This is an optimization exercise on Yosys and OpenROAD, whose aim is small area and a short achievable clock period, not a production implementation. Where RTL was checked, it was by simulation tests only, not by an equivalence proof against the original. Power is estimated from default activity; no workload was simulated.

Setup of v56:
## tinyalu
module tinyalu (
	input  [7:0]  A,
	input  [7:0]  B,
	input  [2:0]  op,
	input         clk,
	input         reset_n,
	input         start,
	output        done,
	output [15:0] result
);
For scale: about 560 cells after synthesis, about 91 flip-flops, ~39 I/O pins, about 5500 um^2 of cells after synthesis.
clock: 4.2 ns
lec_check: 0
abc_clock_period_in_ps: 1200
cap_margin: 20
core_margin: 2
core_utilization: 40
cts_buf_list: sky130_fd_sc_hd__clkbuf_8
setup_slack_margin: 1.7
slew_margin: 20
standard.sh (not shown) runs the stock make flow with config.mk's settings and CLKGATE_MAP_FILE= SYNTH_SCRIPT=/design/flow/synth_recipe.tcl, a recipe that flattens the netlist after the stock synthesis.
==> flow/flow/run.sh <==
#!/bin/bash
# Standard layout, except: ports buffered with buf_1, and full adders left to ABC
# (no extract_fa into sky130 fa/ha cells).
export BUFFER_PORTS_ARGS="-buffer_cell sky130_fd_sc_hd__buf_1"
export ADDER_MAP_FILE=
bash standard.sh > standard.log 2>&1
Here is what was changed in the inputs of v39 compared with v56.
Settings: ABC_CLOCK_PERIOD_IN_PS removed (was 1200); CTS_BUF_LIST removed (was sky130_fd_sc_hd__clkbuf_8); SETUP_SLACK_MARGIN removed (was 1.7).
==> flow/run.sh (new file) <==
#!/bin/bash
# synth_recipe.tcl (not shown) runs the flow's synth.tcl, then flattens the netlist and writes it again
# the make line also repeats each setting of config.mk as NAME=value (left out here)
make -C /OpenROAD-flow-scripts/flow DESIGN_CONFIG=/design/flow/config.mk WORK_HOME=/design/flow/orfs CLKGATE_MAP_FILE= SYNTH_SCRIPT=/design/flow/synth_recipe.tcl finish
removed: flow/flow/run.sh
removed: flow/standard.sh
--- outcome ---
On v39: count of inverters not on the clock network in the layout is 29 higher than what v56 gave. The shortest period the worst path allows of v39 was inferior to that of v56. Diff v56 -> v39: internal power summed over all cells climbed about 16%; worst-case setup margin in the final layout dropped 0.54 ns; wire length dropped 18%; number of vias per cell dropped 3.3%; global-route usage dropped 1.4 points. Relative to v56, the first-pass GRT wire length measured on v39 has decreased by more than 10%. Power: v39 draws more than v56. Cell area down 540 um^2 in v39 wrt v56. Number of nets at the end of the flow delta for v39 relative to v56: 83 lower. v39 reports its critical path class as in2out while v56 reports in2reg.
Changes in v47 relative to v39:
Settings: putting SETUP_SLACK_MARGIN at 1.2 where nothing was set; putting CTS_BUF_LIST at sky130_fd_sc_hd__clkbuf_8 where nothing was set; putting ABC_CLOCK_PERIOD_IN_PS at 3000 where nothing was set.
--- outcome ---
Minimum clock period, v47 and v39, higher one = v39. Number of nets at the end of the flow delta for v47 relative to v39: 17 higher. For the maximum number of pins on one net before global-route repair, v47 came in about 3.3% lower than v39 did. Per the comparison of v47 with v39, power after layout lower; clock network power went down by about 7%. Kind of critical path: in2out -> v39, reg2reg -> v47.
No run of this note included a check of the RTL's function; only the layout flow was run.

* * *

Starting RTL as in the previous note.
clock: 4.2 ns
lec_check: 0
abc_clock_period_in_ps: 1500
cap_margin: 20
core_margin: 2
core_utilization: 40
cts_buf_list: sky130_fd_sc_hd__clkbuf_8
setup_slack_margin: 1.7
slew_margin: 20
==> flow/flow/run.sh <==
#!/bin/bash
# Standard layout, except: ports buffered with buf_1, and full adders left to ABC
# (no extract_fa into sky130 fa/ha cells).
export BUFFER_PORTS_ARGS="-buffer_cell sky130_fd_sc_hd__buf_1"
export ADDER_MAP_FILE=
bash standard.sh > standard.log 2>&1
Rerun with:
Settings changed: ABC_CLOCK_PERIOD_IN_PS 1500 to 2600, CTS_BUF_LIST sky130_fd_sc_hd__clkbuf_8 to not set, SETUP_SLACK_MARGIN 1.7 to 1.6.
After rerunning: Wire length fell slightly; non-clock buffer count came out lower by 16; final cell count is lower by a few percent; design area goes down by a few percent; clock-buffer cell count climbs by 1; worst hold slack gets worse by 0.012 ns; fmax barely changes; power increases by roughly a tenth; via count is lower by a few percent; area after synthesis is unchanged; synthesized cell count is unchanged.
No run of this note included a check of the RTL's function; only the layout flow was run.

* * *

Setup of before:
Another version of the RTL of tinyalu (not shown whole).
Size: about 530 cells after synthesis, roughly 91 flip-flops, ~39 I/O pins, about 5500 um2 of cells after synthesis.
export LEC_CHECK = 0
export CAP_MARGIN = 20
export CORE_MARGIN = 2
export CORE_UTILIZATION = 40
export CTS_BUF_LIST = sky130_fd_sc_hd__clkbuf_8
export SETUP_SLACK_MARGIN = 1.4
export SLEW_MARGIN = 20
export SYNTH_HIERARCHICAL = 1
create_clock -name core_clock -period 4.2 [get_ports {clk}]
==> flow/flow/run.sh <==
#!/bin/bash
# Layout flow: the standard flow (standard.sh, ORFS) with these changes only:
#  - the ports are buffered with sky130_fd_sc_hd__buf_1 (BUFFER_PORTS_ARGS);
#  - synthesis does not extract full/half adders into fa/ha cells (ADDER_MAP_FILE
#    empty), so ABC maps the adders;
#  - ABC maps module alu_add with ORFS's speed script and the rest of the design
#    with flow/abc_area_d.script (delay-oriented mapping with area recovery).
# Synthesis is otherwise the standard flow's own script (synth_recipe.tcl: synth -nofsm -noshare,
# flatten, rename), so the registers are the standard synthesis's.
set -euo pipefail
W=$PWD
F=$W/flow
python3 $F/patch_synth.py "$FLOW_HOME/scripts/synth.tcl" $W/synth_my.tcl > patch.log 2>&1
sed "s#^source \$::env(SCRIPTS_DIR)/synth.tcl#source $W/synth_my.tcl#" synth_recipe.tcl > synth_recipe_my.tcl
grep -q "^source $W/synth_my.tcl" synth_recipe_my.tcl
sed "s#SYNTH_SCRIPT=[^ ]*synth_recipe.tcl#SYNTH_SCRIPT=$W/synth_recipe_my.tcl#" standard.sh > standard_my.sh
grep -q "SYNTH_SCRIPT=$W/synth_recipe_my.tcl" standard_my.sh
export BUFFER_PORTS_ARGS="-buffer_cell sky130_fd_sc_hd__buf_1"
export ADDER_MAP_FILE=
export MY_ABC_SCRIPT=$F/abc_area_d.script
export MY_ABC_SPEED_MODULES=alu_add
# clock tree: CTS with clkbuf_8 and without dummy loads
export CTS_ARGS="-sink_clustering_enable -repair_clock_nets -buf_list sky130_fd_sc_hd__clkbuf_8 -dont_use_dummy_load"
bash standard_my.sh > standard.log 2>&1
==> flow/flow/abc_area_d.script <==
strash
&get -n
&fraig -x
&put
scorr
dc2
dretime
strash
&get -n
&dch -f
&nf {D}
&put
buffer -c
topo
stime -c
upsize -c {D}
dnsize -c {D}
==> flow/flow/patch_synth.py <==
#!/usr/bin/env python3
"""Write a copy of ORFS's synth.tcl (argv[1]) to argv[2] in which the ABC mapping
step maps the modules in MY_ABC_SPEED_MODULES with ORFS's own script and the rest
with the script MY_ABC_SCRIPT. Nothing else in synthesis changes."""
import sys
src = open(sys.argv[1]).read()
old = "  log_cmd abc {*}$abc_args\n"
new = """  if { [info exists ::env(MY_ABC_SPEED_MODULES)] } {
    foreach m $::env(MY_ABC_SPEED_MODULES) { log_cmd abc {*}$abc_args $m }
  }
  log_cmd abc {*}[lreplace $abc_args 1 1 $::env(MY_ABC_SCRIPT)]
"""
assert src.count(old) == 1, "abc call not found in synth.tcl"
open(sys.argv[2], "w").write(src.replace(old, new))
The inputs of after differ from those of before as listed below.
# before
export LEC_CHECK = 0
export CAP_MARGIN = 20
export CORE_MARGIN = 2
export CORE_UTILIZATION = 40
export CTS_BUF_LIST = sky130_fd_sc_hd__clkbuf_8
export SETUP_SLACK_MARGIN = 1.4
export SLEW_MARGIN = 20
export SYNTH_HIERARCHICAL = 1
create_clock -name core_clock -period 4.2 [get_ports {clk}]
# after
export LEC_CHECK = 0
export CAP_MARGIN = 20
export CORE_MARGIN = 2
export CORE_UTILIZATION = 40
export CTS_BUF_LIST = sky130_fd_sc_hd__clkbuf_8
export SETUP_SLACK_MARGIN = 1.55
export SLEW_MARGIN = 20
export SYNTH_HIERARCHICAL = 1
create_clock -name core_clock -period 4.2 [get_ports {clk}]
--- a/flow/flow/run.sh
+++ b/flow/flow/run.sh
@@ -5,0 +6 @@
+#  - CTS without dummy loads (CTS_ARGS);
- Delta (after minus before): number of global-route vias before repair neither gained nor lost much; net count reported at finish picked up an extra 14; total number of vias picked up an extra about 2.8%; global-route wire length before repair lost 240 um; flip-flop and latch share of the layout cell area lost 1.1 points.
- Pin count of the biggest net entering global routing: after > before
- Delta (after minus before): clock period minus final worst setup slack now smaller, power up about 0.47%.
- Cmp after vs before: global-route usage lower in after

* * *

== build 48 ==
tinyalu again, from the RTL that the note above started with.
## tinyalu
module tinyalu (
	input  [7:0]  A,
	input  [7:0]  B,
	input  [2:0]  op,
	input         clk,
	input         reset_n,
	input         start,
	output        done,
	output [15:0] result
);
export LEC_CHECK = 0
export CAP_MARGIN = 20
export CORE_MARGIN = 2
export CORE_UTILIZATION = 40
export CTS_BUF_LIST = sky130_fd_sc_hd__clkbuf_8
export SETUP_SLACK_MARGIN = 1.6
export SLEW_MARGIN = 20
export SYNTH_HIERARCHICAL = 1
create_clock -name core_clock -period 4.2 [get_ports {clk}]
==> flow/flow/run.sh <==
#!/bin/bash
# Layout flow: the standard flow (standard.sh, ORFS) with these changes only:
#  - the ports are buffered with sky130_fd_sc_hd__buf_1 (BUFFER_PORTS_ARGS);
#  - synthesis does not extract full/half adders into fa/ha cells (ADDER_MAP_FILE
#    empty), so ABC maps the adders;
#  - CTS without dummy loads (CTS_ARGS);
#  - ABC maps module alu_add with ORFS's speed script and the rest of the design
#    with flow/abc_area_d.script (delay-oriented mapping with area recovery).
# Synthesis is otherwise the standard flow's own script (synth_recipe.tcl: synth -nofsm -noshare,
# flatten, rename), so the registers are the standard synthesis's.
set -euo pipefail
W=$PWD
F=$W/flow
python3 $F/patch_synth.py "$FLOW_HOME/scripts/synth.tcl" $W/synth_my.tcl > patch.log 2>&1
sed "s#^source \$::env(SCRIPTS_DIR)/synth.tcl#source $W/synth_my.tcl#" synth_recipe.tcl > synth_recipe_my.tcl
grep -q "^source $W/synth_my.tcl" synth_recipe_my.tcl
sed "s#SYNTH_SCRIPT=[^ ]*synth_recipe.tcl#SYNTH_SCRIPT=$W/synth_recipe_my.tcl#" standard.sh > standard_my.sh
grep -q "SYNTH_SCRIPT=$W/synth_recipe_my.tcl" standard_my.sh
export BUFFER_PORTS_ARGS="-buffer_cell sky130_fd_sc_hd__buf_1"
export ADDER_MAP_FILE=
export MY_ABC_SCRIPT=$F/abc_area_d.script
export MY_ABC_SPEED_MODULES=alu_add
# clock tree: CTS with clkbuf_8 and without dummy loads
export CTS_ARGS="-sink_clustering_enable -repair_clock_nets -buf_list sky130_fd_sc_hd__clkbuf_8 -dont_use_dummy_load"
bash standard_my.sh > standard.log 2>&1
Scripts as last shown in full above: flow/flow/abc_area_d.script, flow/flow/patch_synth.py
Build 48: no failed stages, no open violations at the end
## Diff of input files: build 13 against build 48
Settings: changing SETUP_SLACK_MARGIN from 1.6 to 1.7.
==> flow/flow/run.sh <==
#!/bin/bash
# Standard layout, except: ports buffered with buf_1, and full adders left to ABC
# (no extract_fa into sky130 fa/ha cells).
export BUFFER_PORTS_ARGS="-buffer_cell sky130_fd_sc_hd__buf_1"
export ADDER_MAP_FILE=
bash standard.sh > standard.log 2>&1
removed: flow/flow/abc_area_d.script
removed: flow/flow/patch_synth.py
Results
Build 13 did not stop at any stage, and its layout met the timing, DRC and antenna checks. Number of global-route vias before repair: build 13 vs build 48 up 9.8%. Build 48 reports its library cell contributing the largest single delay on the critical path as and3_4 while build 13 reports and2_4. On met3 routing resource usage after global routing, build 48 and build 13 are basically level. Note that the sum of met3 wire segment lengths after detailed routing recorded for build 13 amounts to 1.12 times the value seen in build 48. As far as total of flip-flops plus latches after synthesis goes, build 48 and build 13 are indistinguishable; the numbers are identical.
Input changes introduced in build 88 (baseline for comparison: build 13):
Settings: PLACE_DENSITY: unset -> 0.75; CORE_UTILIZATION: 40 -> 60.
Wire length went down by a few percent going from build 13 to build 88.
Build 13 -> build 88: tap cell count decreased by more than a quarter
The wire length of the first global-routing pass of build 88 is lower than that of build 13.
Summary of build 88 over build 13: synthesis-to-finish area growth now sits lower; flip-flop and latch count now sits at about the same level; share of power burned in combinational logic now sits higher; data arrival time at the worst-slack endpoint now sits higher.
In build 88 the count of clock-buffer cells in the layout turned out 2 lower than in build 13.
Compared with build 13, in build 88 setup slack of the critical path after layout went down; length of routed wiring on met1 dropped 500 um; overall power of the completed layout now sits lower.
Modified inputs, build 19 compared to build 88
Settings: clearing PLACE_DENSITY, which used to be 0.75; swapping 60 for 40 in CORE_UTILIZATION.
==> flow/flow/run.sh <==
#!/bin/bash
# Layout flow: the standard flow (standard.sh, ORFS) with these changes only:
#  - the ports are buffered with sky130_fd_sc_hd__buf_1 (BUFFER_PORTS_ARGS);
#  - synthesis does not extract full/half adders into fa/ha cells (ADDER_MAP_FILE
#    empty), so ABC maps the adders;
#  - ABC maps module alu_add with ORFS's speed script and the rest of the design
#    with flow/abc_area_d.script (delay-oriented mapping with area recovery).
# Synthesis is otherwise the standard flow's own script (synth_recipe.tcl: synth -nofsm -noshare,
# flatten, rename), so the registers are the standard synthesis's.
set -euo pipefail
W=$PWD
F=$W/flow
python3 $F/patch_synth.py "$FLOW_HOME/scripts/synth.tcl" $W/synth_my.tcl > patch.log 2>&1
sed "s#^source \$::env(SCRIPTS_DIR)/synth.tcl#source $W/synth_my.tcl#" synth_recipe.tcl > synth_recipe_my.tcl
grep -q "^source $W/synth_my.tcl" synth_recipe_my.tcl
sed "s#SYNTH_SCRIPT=[^ ]*synth_recipe.tcl#SYNTH_SCRIPT=$W/synth_recipe_my.tcl#" standard.sh > standard_my.sh
grep -q "SYNTH_SCRIPT=$W/synth_recipe_my.tcl" standard_my.sh
export BUFFER_PORTS_ARGS="-buffer_cell sky130_fd_sc_hd__buf_1"
export ADDER_MAP_FILE=
export MY_ABC_SCRIPT=$F/abc_area_d.script
export MY_ABC_SPEED_MODULES=alu_add
# clock tree: CTS with clkbuf_8 and without dummy loads
export CTS_ARGS="-sink_clustering_enable -repair_clock_nets -buf_list sky130_fd_sc_hd__clkbuf_8 -dont_use_dummy_load"
bash standard_my.sh > standard.log 2>&1
==> flow/flow/abc_area_d.script (new file) <==
strash
&get -n
&fraig -x
&put
scorr
dc2
dretime
strash
&get -n
&dch -f
&nf {D}
&put
buffer -c
topo
stime -c
upsize -c {D}
dnsize -c {D}
==> flow/flow/patch_synth.py (new file) <==
#!/usr/bin/env python3
"""Write a copy of ORFS's synth.tcl (argv[1]) to argv[2] in which the ABC mapping
step maps the modules in MY_ABC_SPEED_MODULES with ORFS's own script and the rest
with the script MY_ABC_SCRIPT. Nothing else in synthesis changes."""
import sys
src = open(sys.argv[1]).read()
old = "  log_cmd abc {*}$abc_args\n"
new = """  if { [info exists ::env(MY_ABC_SPEED_MODULES)] } {
    foreach m $::env(MY_ABC_SPEED_MODULES) { log_cmd abc {*}$abc_args $m }
  }
  log_cmd abc {*}[lreplace $abc_args 1 1 $::env(MY_ABC_SCRIPT)]
"""
assert src.count(old) == 1, "abc call not found in synth.tcl"
open(sys.argv[2], "w").write(src.replace(old, new))
Notes after the runs:
Wire length of the first global-routing pass down 5.9% in build 19 wrt build 88
Compare build 19 and build 88 | layout-stage area growth over the synthesis result higher: build 19
In build 19 the sequential share of power turned out 2.3 points higher than in build 88.
Re met2 global-route usage: build 19 is 16 points down on build 88.
The worst setup margin of build 19 was superior to that of build 88.
Placement row count grows by more than 10% when moving from build 88 to build 19.
In build 19, global-route usage is lower than in build 88.
The estimated power of build 19 ends up lower than the estimate for build 88.
Build 19 against build 88: final design area excluding fillers went down by about 2.6%, peak supply drop lost about 11%, static leakage shrank by about 1.9%.

re-timing with driven ports:
How much do the figures lean on ideal ports? The routed layouts below were timed once more, with nothing changed but the port constraints. Step 1 assumes that a clkbuf_16 drives the clock port and a buf_2 every other input. Step 2 also shifts input and output timing later by t, the mid clock arrival at the registers, as if the neighbouring blocks saw the same clock. a / b / c = ideal / step 1 / step 2; a / b = the first two.
run	t (ns)	setup slack, ns	latest minus earliest clock arrival (ns)
v56	0.394	1.234 / 1.231 / 0.837	0.012 / 0.011
v39	0.378	0.694 / 0.669 / 0.669	0.012 / 0.011
v47	0.386	1.057 / 1.057 / 0.993	0.014 / 0.014
the first run of note 2	0.394	1.234 / 1.231 / 0.837	0.012 / 0.011
the second run of note 2	0.373	1.229 / 1.231 / 0.857	0.010 / 0.011
before	0.377	1.531 / 1.510 / 1.466	0.013 / 0.013
after	0.381	1.686 / 1.663 / 1.478	0.028 / 0.028
build 48	0.383	1.686 / 1.664 / 1.495	0.028 / 0.029
build 13	0.377	1.664 / 1.626 / 1.405	0.014 / 0.014
build 88	0.370	1.646 / 1.646 / 1.558	0.013 / 0.013
build 19	0.383	1.720 / 1.680 / 1.474	0.028 / 0.028
After both steps every run listed still meets setup and hold.
